Context: an optimization exercise on an open-source flow, tuned for small area and a short achievable clock period. The choices shown serve that exercise and are no tape-out recipe.
Function was checked by simulation only, so behaviour that the tests miss may differ from the original.

==> inputs of umber <==
// sisaFIR
module sisaFIR(
  input         clock,
  input         reset,
  input  [63:0] io_in,
  output [63:0] io_out
);
  reg [63:0] z1;
  reg [63:0] z2;
  reg [63:0] z3;
  reg [63:0] z4;
  reg [63:0] z5;
  reg [63:0] z6;
  reg [63:0] z7;
  reg [63:0] z8;
  reg [63:0] t;
  wire p16_1_s, p16_1_c;
  fir_ha p16_1 (.a(z1[0]), .b(z6[0]), .s(p16_1_s), .co(p16_1_c));
  wire p16_2_s, p16_2_c;
  fir_fa p16_2 (.a(z1[1]), .b(z6[1]), .c(p16_1_c), .s(p16_2_s), .co(p16_2_c));
  wire p16_3_s, p16_3_c;
  fir_fa p16_3 (.a(z1[2]), .b(z6[2]), .c(p16_2_c), .s(p16_3_s), .co(p16_3_c));
  wire p16_4_s, p16_4_c;
  fir_fa p16_4 (.a(z1[3]), .b(z6[3]), .c(p16_3_c), .s(p16_4_s), .co(p16_4_c));
  wire p16_5_s, p16_5_c;
  fir_fa p16_5 (.a(z1[4]), .b(z6[4]), .c(p16_4_c), .s(p16_5_s), .co(p16_5_c));
  wire p16_6_s, p16_6_c;
  fir_fa p16_6 (.a(z1[5]), .b(z6[5]), .c(p16_5_c), .s(p16_6_s), .co(p16_6_c));
  wire p16_7_s, p16_7_c;
  fir_fa p16_7 (.a(z1[6]), .b(z6[6]), .c(p16_6_c), .s(p16_7_s), .co(p16_7_c));
  wire p16_8_s, p16_8_c;
  fir_fa p16_8 (.a(z1[7]), .b(z6[7]), .c(p16_7_c), .s(p16_8_s), .co(p16_8_c));
  wire p16_9_s, p16_9_c;
  fir_ha p16_9 (.a(z1[8]), .b(z6[8]), .s(p16_9_s), .co(p16_9_c));
  wire p16_10_s, p16_10_c;
  fir_fa p16_10 (.a(z1[9]), .b(z6[9]), .c(p16_9_c), .s(p16_10_s), .co(p16_10_c));
  wire p16_11_s, p16_11_c;
  fir_fa p16_11 (.a(z1[10]), .b(z6[10]), .c(p16_10_c), .s(p16_11_s), .co(p16_11_c));
  wire p16_12_s, p16_12_c;
  fir_fa p16_12 (.a(z1[11]), .b(z6[11]), .c(p16_11_c), .s(p16_12_s), .co(p16_12_c));
  wire p16_13_s, p16_13_c;
  fir_fa p16_13 (.a(z1[12]), .b(z6[12]), .c(p16_12_c), .s(p16_13_s), .co(p16_13_c));
  wire p16_14_s, p16_14_c;
  fir_fa p16_14 (.a(z1[13]), .b(z6[13]), .c(p16_13_c), .s(p16_14_s), .co(p16_14_c));
  wire p16_15_s, p16_15_c;
  ...
Settings: LEC_CHECK=0, CAP_MARGIN=20, CORE_MARGIN=2, CORE_UTILIZATION=65, CTS_BUF_LIST=sky130_fd_sc_hd__clkbuf_4 sky130_fd_sc_hd__clkbuf_8, SLEW_MARGIN=20, SYNTH_HIERARCHICAL=1, SYNTH_MINIMUM_KEEP_SIZE=0; clock period 18.0 ns.
standard.sh (not shown) runs the stock make flow with config.mk's settings and CLKGATE_MAP_FILE= SYNTH_SCRIPT=/design/flow/synth_recipe.tcl, a recipe that flattens the netlist after the stock synthesis.
==> flow/flow/run.sh <==
#!/bin/bash
# Standard ORFS layout (the standard.sh) with two changes to how it is made:
# timing repair aims at a setup slack of SETUP_SLACK_MARGIN ns instead of 0,
# and the port buffers are buf_2 cells, which repair may resize.
set -e
bash standard.sh SETUP_SLACK_MARGIN=8.5 BUFFER_PORTS_ARGS="-buffer_cell sky130_fd_sc_hd__buf_2" finish > standard.log 2>&1
==> inputs of delta, as changes to umber <==
==> flow/flow/run.sh (replaced) <==
#!/bin/bash
# Standard ORFS layout (the standard.sh) with two changes to how it is made:
# timing repair aims at a setup slack of SETUP_SLACK_MARGIN ns instead of 0,
# and the port buffers are buf_2 cells, which repair may resize.
set -e
bash standard.sh SETUP_SLACK_MARGIN=7.5 BUFFER_PORTS_ARGS="-buffer_cell sky130_fd_sc_hd__buf_2" finish > standard.log 2>&1
- CORE_UTILIZATION: 65 -> 75
- CTS_CLUSTER_DIAMETER: not set -> 60
- CTS_CLUSTER_SIZE: not set -> 16
==> inputs of sierra, as changes to umber <==
==> flow/flow/run.sh (replaced) <==
#!/bin/bash
# Standard ORFS layout (the standard.sh) with two changes to how it is made:
# timing repair aims at a setup slack of SETUP_SLACK_MARGIN ns instead of 0,
# and the port buffers are buf_2 cells, which repair may resize.
set -e
bash standard.sh SETUP_SLACK_MARGIN=7.5 BUFFER_PORTS_ARGS="-buffer_cell sky130_fd_sc_hd__buf_2" finish > standard.log 2>&1
==> run summary <==
The lowest setup slack belongs to sierra, the highest to umber. Via count, lowest first: sierra, delta, umber. Between sierra and umber, the lower sequential share of layout area is in umber (gap 2.6 points). The highest maximum frequency belongs to umber, the lowest to sierra. In umber the core utilization is higher than in sierra, by 7.4 points. The lowest global-route usage belongs to sierra, the highest to delta. Between umber and delta, the lower die area is in delta (gap about 15%, measured against delta).

## re-timing with driven ports
No port has a modelled driver above. Below, the same layouts with a new extraction and two added sets of constraints.
Step 1: set_driving_cell puts a clkbuf_16 on clock and a buf_2 on each other input, an assumption about the parent block.
Step 2 times the ports against the registers' clock, not the clock port: input delays grow and output delays shrink by t, the midpoint of the rising clock arrivals with the driver on.
Slacks: ideal / step 1 / step 2; pairs: ideal / step 1.
run | shift t [ns] | setup WS [ns] | worst register clock-pin slew, ns | worst slew at a driven data input, ns
umber | 0.756 | 8.165 / 8.117 / 8.117 | 0.08 / 0.08 | 0.07
delta | 0.732 | 7.696 / 7.662 / 7.662 | 0.10 / 0.10 | 0.07
sierra | 0.725 | 7.663 / 7.640 / 7.640 | 0.07 / 0.07 | 0.06
After both steps every run listed still meets setup and hold. For umber, which loses most, drivers alone change the setup slack by -0.048 ns; drivers and shift together by -0.048 ns.
